What follows belongs to an exercise in optimizing a design on an open flow for small area and a short achievable clock period; a production flow would make more cautious choices.
RTL that was checked went through simulation tests only; none was proved equivalent to the original.

==> inputs of nickel <==
## PE
module PE#(
    parameter d_width = 32,
    parameter a_width = 8,
    parameter iact_size =  5,
    parameter kernel_size = 3
)
(
    input start,
    input clk, rst_n,
    input [d_width -1 : 0] weight,
    input [d_width -1 : 0] iact,
    output reg load_weight,
    output reg load_iact,
    output reg done,
    output reg [d_width -1 : 0] pe_out
);
    reg [4:0] cnt;
    wire [4:0] nc = (cnt == 5'd0) ? (start ? 5'd1 : 5'd0) :
                    (cnt == 5'd27) ? 5'd0 : cnt + 5'd1;
    always @(posedge clk or negedge rst_n)
        if (!rst_n) cnt <= 5'd0;
        else cnt <= nc;
    reg ld_i;    
    reg ld_w;    
    reg clr;     
    reg tap4;    
    reg hold;    
    reg outp;    
    always @(posedge clk or negedge rst_n)
        if (!rst_n) begin
            ld_i <= 1'b0; ld_w <= 1'b0; clr <= 1'b0; tap4 <= 1'b0; hold <= 1'b0; outp <= 1'b0;
        end else begin
            ld_i <= (nc >= 5'd1) && (nc <= 5'd5);
            ld_w <= (nc >= 5'd7) && (nc <= 5'd9);
            clr  <= (nc == 5'd9) || (nc == 5'd14) || (nc == 5'd18);
            tap4 <= (nc == 5'd14) || (nc == 5'd18) || (nc == 5'd19) || (nc == 5'd20);
            hold <= (nc == 5'd12);
            outp <= (nc == 5'd14) || (nc == 5'd18) || (nc == 5'd22);
        end
    reg [31:0] r0, r1, r2, r3, r4;
    reg [31:0] w0, w1, w2;
    always @(posedge clk) begin
        r0 <= r1; r1 <= r2; r2 <= r3; r3 <= r4; r4 <= ld_i ? iact : r0;
        w0 <= w1; w1 <= w2; w2 <= ld_w ? weight : w0;
    end
    wire [31:0] a = w0;
    wire [32:0] bx = {tap4 ? r0 : r2, 1'b0};
    reg [15:0] one, two, neg;
    integer k;
    always @(posedge clk)
        for (k = 0; k < 16; k = k + 1) begin
            one[k] <= ~hold & (bx[2*k+1] ^ bx[2*k]);
            two[k] <= ~hold & ((bx[2*k+2] & ~bx[2*k+1] & ~bx[2*k]) | (~bx[2*k+2] & bx[2*k+1] & bx[2*k]));
            neg[k] <= ~hold & bx[2*k+2] & ~(bx[2*k+1] & bx[2*k]);
        end
    reg [31:0] acc0_s, acc0_c;
    wire pp0_0 = ((one[0] & a[0]) | (two[0] & 1'b0)) ^ neg[0];
    wire pp0_1 = ((one[0] & a[1]) | (two[0] & a[0])) ^ neg[0];
    wire pp0_2 = ((one[0] & a[2]) | (two[0] & a[1])) ^ neg[0];
  ...
Settings: LEC_CHECK=0, CAP_MARGIN=20, CORE_MARGIN=2, CORE_UTILIZATION=60, CTS_BUF_LIST=sky130_fd_sc_hd__clkbuf_16, CTS_CLUSTER_DIAMETER=80, CTS_CLUSTER_SIZE=30, SLEW_MARGIN=20, BUFFER_PORTS_ARGS=-buffer_cell sky130_fd_sc_hd__buf_2, SETUP_SLACK_MARGIN=6.9, SETUP_MOVE_SEQUENCE=sizeup,swap; clock period 10.0 ns.
standard.sh (not shown) runs the stock make flow with config.mk's settings and CLKGATE_MAP_FILE= SYNTH_SCRIPT=/design/flow/synth_recipe.tcl, a recipe that flattens the netlist after the stock synthesis.
==> flow/flow/run.sh <==
#!/bin/bash
# Layout flow: the standard layout (standard.sh) with these changes:
#  - the port buffers are buf_2 cells instead of the cell buffer_ports picks;
#  - timing repair aims at 6.9 ns of setup slack at the 10 ns clock, and
#    may only resize cells and swap pins (no buffers, no cloning).
set -euo pipefail
cat >> config.mk <<'EOC'
export BUFFER_PORTS_ARGS = -buffer_cell sky130_fd_sc_hd__buf_2
export SETUP_SLACK_MARGIN = 6.9
export SETUP_MOVE_SEQUENCE = sizeup,swap
EOC
bash standard.sh > standard.log 2>&1
==> inputs of quartz, as changes to nickel <==
--- a/flow/design.v
+++ b/flow/design.v
@@ -23,23 +23,22 @@
     reg ld_i;    
     reg ld_w;    
     reg clr;     
     reg tap4;    
     reg hold;    
     reg outp;    
+    always @(posedge clk) begin
+        ld_i <= (nc >= 5'd1) && (nc <= 5'd5);
+        ld_w <= (nc >= 5'd7) && (nc <= 5'd9);
+        clr  <= (nc == 5'd9) || (nc == 5'd14) || (nc == 5'd18);
+        tap4 <= (nc == 5'd14) || (nc == 5'd18) || (nc == 5'd19) || (nc == 5'd20);
+        hold <= (nc == 5'd12);
+    end
     always @(posedge clk or negedge rst_n)
-        if (!rst_n) begin
-            ld_i <= 1'b0; ld_w <= 1'b0; clr <= 1'b0; tap4 <= 1'b0; hold <= 1'b0; outp <= 1'b0;
-        end else begin
-            ld_i <= (nc >= 5'd1) && (nc <= 5'd5);
-            ld_w <= (nc >= 5'd7) && (nc <= 5'd9);
-            clr  <= (nc == 5'd9) || (nc == 5'd14) || (nc == 5'd18);
-            tap4 <= (nc == 5'd14) || (nc == 5'd18) || (nc == 5'd19) || (nc == 5'd20);
-            hold <= (nc == 5'd12);
-            outp <= (nc == 5'd14) || (nc == 5'd18) || (nc == 5'd22);
-        end
+        if (!rst_n) outp <= 1'b0;
+        else outp <= (nc == 5'd14) || (nc == 5'd18) || (nc == 5'd22);
     reg [31:0] r0, r1, r2, r3, r4;
     reg [31:0] w0, w1, w2;
     always @(posedge clk) begin
         r0 <= r1; r1 <= r2; r2 <= r3; r3 <= r4; r4 <= ld_i ? iact : r0;
         w0 <= w1; w1 <= w2; w2 <= ld_w ? weight : w0;
     end
==> flow/flow/run.sh (replaced) <==
#!/bin/bash
# Layout flow: the standard layout (standard.sh) with these changes:
#  - the port buffers are buf_2 cells instead of the cell buffer_ports picks;
#  - timing repair aims at 6.8 ns of setup slack at the 10 ns clock, and
#    may only resize cells and swap pins (no buffers, no cloning).
set -euo pipefail
cat >> config.mk <<'EOC'
export BUFFER_PORTS_ARGS = -buffer_cell sky130_fd_sc_hd__buf_2
export SETUP_SLACK_MARGIN = 6.8
export SETUP_MOVE_SEQUENCE = sizeup,swap
EOC
bash standard.sh > standard.log 2>&1
--- a/flow/config.mk
+++ b/flow/config.mk
@@ -6,12 +6,12 @@
 export NUM_CORES = 4
 export LEC_CHECK = 0
 export CAP_MARGIN = 20
 export CORE_MARGIN = 2
 export CORE_UTILIZATION = 60
 export CTS_BUF_LIST = sky130_fd_sc_hd__clkbuf_16
-export CTS_CLUSTER_DIAMETER = 80
+export CTS_CLUSTER_DIAMETER = 60
 export CTS_CLUSTER_SIZE = 30
 export SLEW_MARGIN = 20
 export BUFFER_PORTS_ARGS = -buffer_cell sky130_fd_sc_hd__buf_2
-export SETUP_SLACK_MARGIN = 6.9
+export SETUP_SLACK_MARGIN = 6.8
 export SETUP_MOVE_SEQUENCE = sizeup,swap
==> inputs of yarrow, as changes to nickel <==
==> flow/flow/run.sh (replaced) <==
#!/bin/bash
# Layout flow: the standard layout (standard.sh) with these changes:
#  - the port buffers are buf_2 cells instead of the cell buffer_ports picks;
#  - timing repair aims at 6.8 ns of setup slack at the 10 ns clock, and
#    may only resize cells and swap pins (no buffers, no cloning).
set -euo pipefail
cat >> config.mk <<'EOC'
export BUFFER_PORTS_ARGS = -buffer_cell sky130_fd_sc_hd__buf_2
export SETUP_SLACK_MARGIN = 6.8
export SETUP_MOVE_SEQUENCE = sizeup,swap
EOC
bash standard.sh > standard.log 2>&1
==> flow/config.mk (replaced) <==
export PLATFORM = sky130hd
export DESIGN_NAME = PE
export DESIGN_NICKNAME = PE
export VERILOG_FILES = /design/flow/design.v
export SDC_FILE = /design/flow/constraint.sdc
export NUM_CORES = 4
export LEC_CHECK = 0
export CAP_MARGIN = 20
export CORE_MARGIN = 2
export CORE_UTILIZATION = 70
export CTS_BUF_LIST = sky130_fd_sc_hd__clkbuf_16
export CTS_CLUSTER_DIAMETER = 100
export CTS_CLUSTER_SIZE = 32
export SLEW_MARGIN = 20
export BUFFER_PORTS_ARGS = -buffer_cell sky130_fd_sc_hd__buf_2
export SETUP_SLACK_MARGIN = 6.8
export SETUP_MOVE_SEQUENCE = sizeup,swap
==> summary.txt <==
The share of synthesized cell area in and, or, nand and nor gates came out at 7.05%. The multiplexer share of the synthesized area came out at 5.37%. The library cells used most frequently in the layout, excluding fill and tap cells, are sky130_fd_sc_hd__xnor2_1, sky130_fd_sc_hd__dfxtp_1, sky130_fd_sc_hd__a22oi_1, sky130_fd_sc_hd__nor2_1, sky130_fd_sc_hd__maj3_1.

Ranked by instance count, the synthesized netlist is headed by sky130_fd_sc_hd__xnor2_1, sky130_fd_sc_hd__dfxtp_1, sky130_fd_sc_hd__a22oi_1, sky130_fd_sc_hd__nor2_1, sky130_fd_sc_hd__maj3_1. In this run the worst path has a maximum fanout of 2. The final layout contains approximately 2900 nets.

The maximum number of pins on one net before global-route repair is 65. The flow ran to the end and the layout has no timing, DRC or antenna violations. The highest clock rate is 0.315 GHz. CTS built an H-tree with a depth of 1. On the final layout, the worst clock skew is 0.0359 ns.
The numbers above come from nickel.

==> summary.txt <==
The share of synthesized cell area in and, or, nand and nor gates is 7.05%.

The transition time at the pin with the least slew margin came out at 1.01 ns. Leaving out fill and tap cells, the most frequent cells in the layout are sky130_fd_sc_hd__xnor2_1, sky130_fd_sc_hd__dfxtp_1, sky130_fd_sc_hd__a22oi_1, sky130_fd_sc_hd__nor2_1, sky130_fd_sc_hd__maj3_1. The post-detailed-placement cell area came out at 27300 µm².

The met3 routed wirelength is 5320 µm. The multiplexer share of the synthesized area came out at 5.37%. The maximum fanout count along the critical path came out at 4. The run finished with no timing, DRC or antenna violations. The mean routed wirelength per cell is 20.0 µm. The H-tree depth came out at 1. The net count reported at finish is 2868. Post-CTS timing repair inserted 0 buffers for setup.

After detailed routing, the total wire length is 65200 µm. The via density per instance is 6.07.
The numbers above come from yarrow.

==> summary.txt <==
Of the total synthesized cell area, the portion taken by AND, OR, NAND and NOR gates is 7.05%. The synthesized instance count is 2764. Summing all non-filler instances in the final layout gives an area of 29100 µm². In this run the worst path has a maximum fanout of 32. The H-tree depth is 2. The least setup slack across all paths after layout is 6.74 ns. The portion of synthesized area spent on multiplexers is 5.38%.

The run finished with no timing, DRC or antenna violations. In the synthesized netlist, the cells that appear most often are sky130_fd_sc_hd__xnor2_1, sky130_fd_sc_hd__dfxtp_1, sky130_fd_sc_hd__a22oi_1, sky130_fd_sc_hd__nor2_1, sky130_fd_sc_hd__maj3_1. The setup skew after layout is 0.0489 ns. The maximum number of pins on one net before global-route repair came out at 66.

In the layout the commonest cells are sky130_fd_sc_hd__xnor2_1, sky130_fd_sc_hd__dfxtp_1, sky130_fd_sc_hd__a22oi_1, sky130_fd_sc_hd__nor2_1, sky130_fd_sc_hd__maj3_1. The highest clock rate came out at 0.307 GHz. The number of clock buffer instances in the layout came out at 38. The sequential cell count is 444.
The numbers above come from quartz.

The RTL of quartz was laid out without a check of its function.

static timing again, ports no longer ideal:
No port has a modelled driver above. Below, the same layouts with a new extraction and two added sets of constraints. Step 1: set_driving_cell puts a clkbuf_16 on clk and a buf_2 on each other input, an assumption about the parent block. Step 2, shift: input delay + t, output delay - t, t = (earliest + latest rising clock arrival at the registers) / 2. This alone moves slack from input paths to output paths. Slacks: no drivers / after step 1 / after step 2; pairs: no drivers / after step 1.
run | t, ns | slack for setup (ns) | worst setup path at the end | clock arrival spread, ns
nickel | 0.650 | 6.824 / 6.764 / 6.834 | input to register | 0.038 / 0.038
quartz | 0.629 | 6.741 / 6.741 / 6.564 | input to register | 0.050 / 0.050
yarrow | 0.608 | 6.806 / 6.806 / 6.770 | input to register | 0.033 / 0.032
After both steps every run listed still meets setup and hold. The setup slack of quartz, which loses most, moves by 0.000 ns with the drivers and by -0.177 ns with both steps.
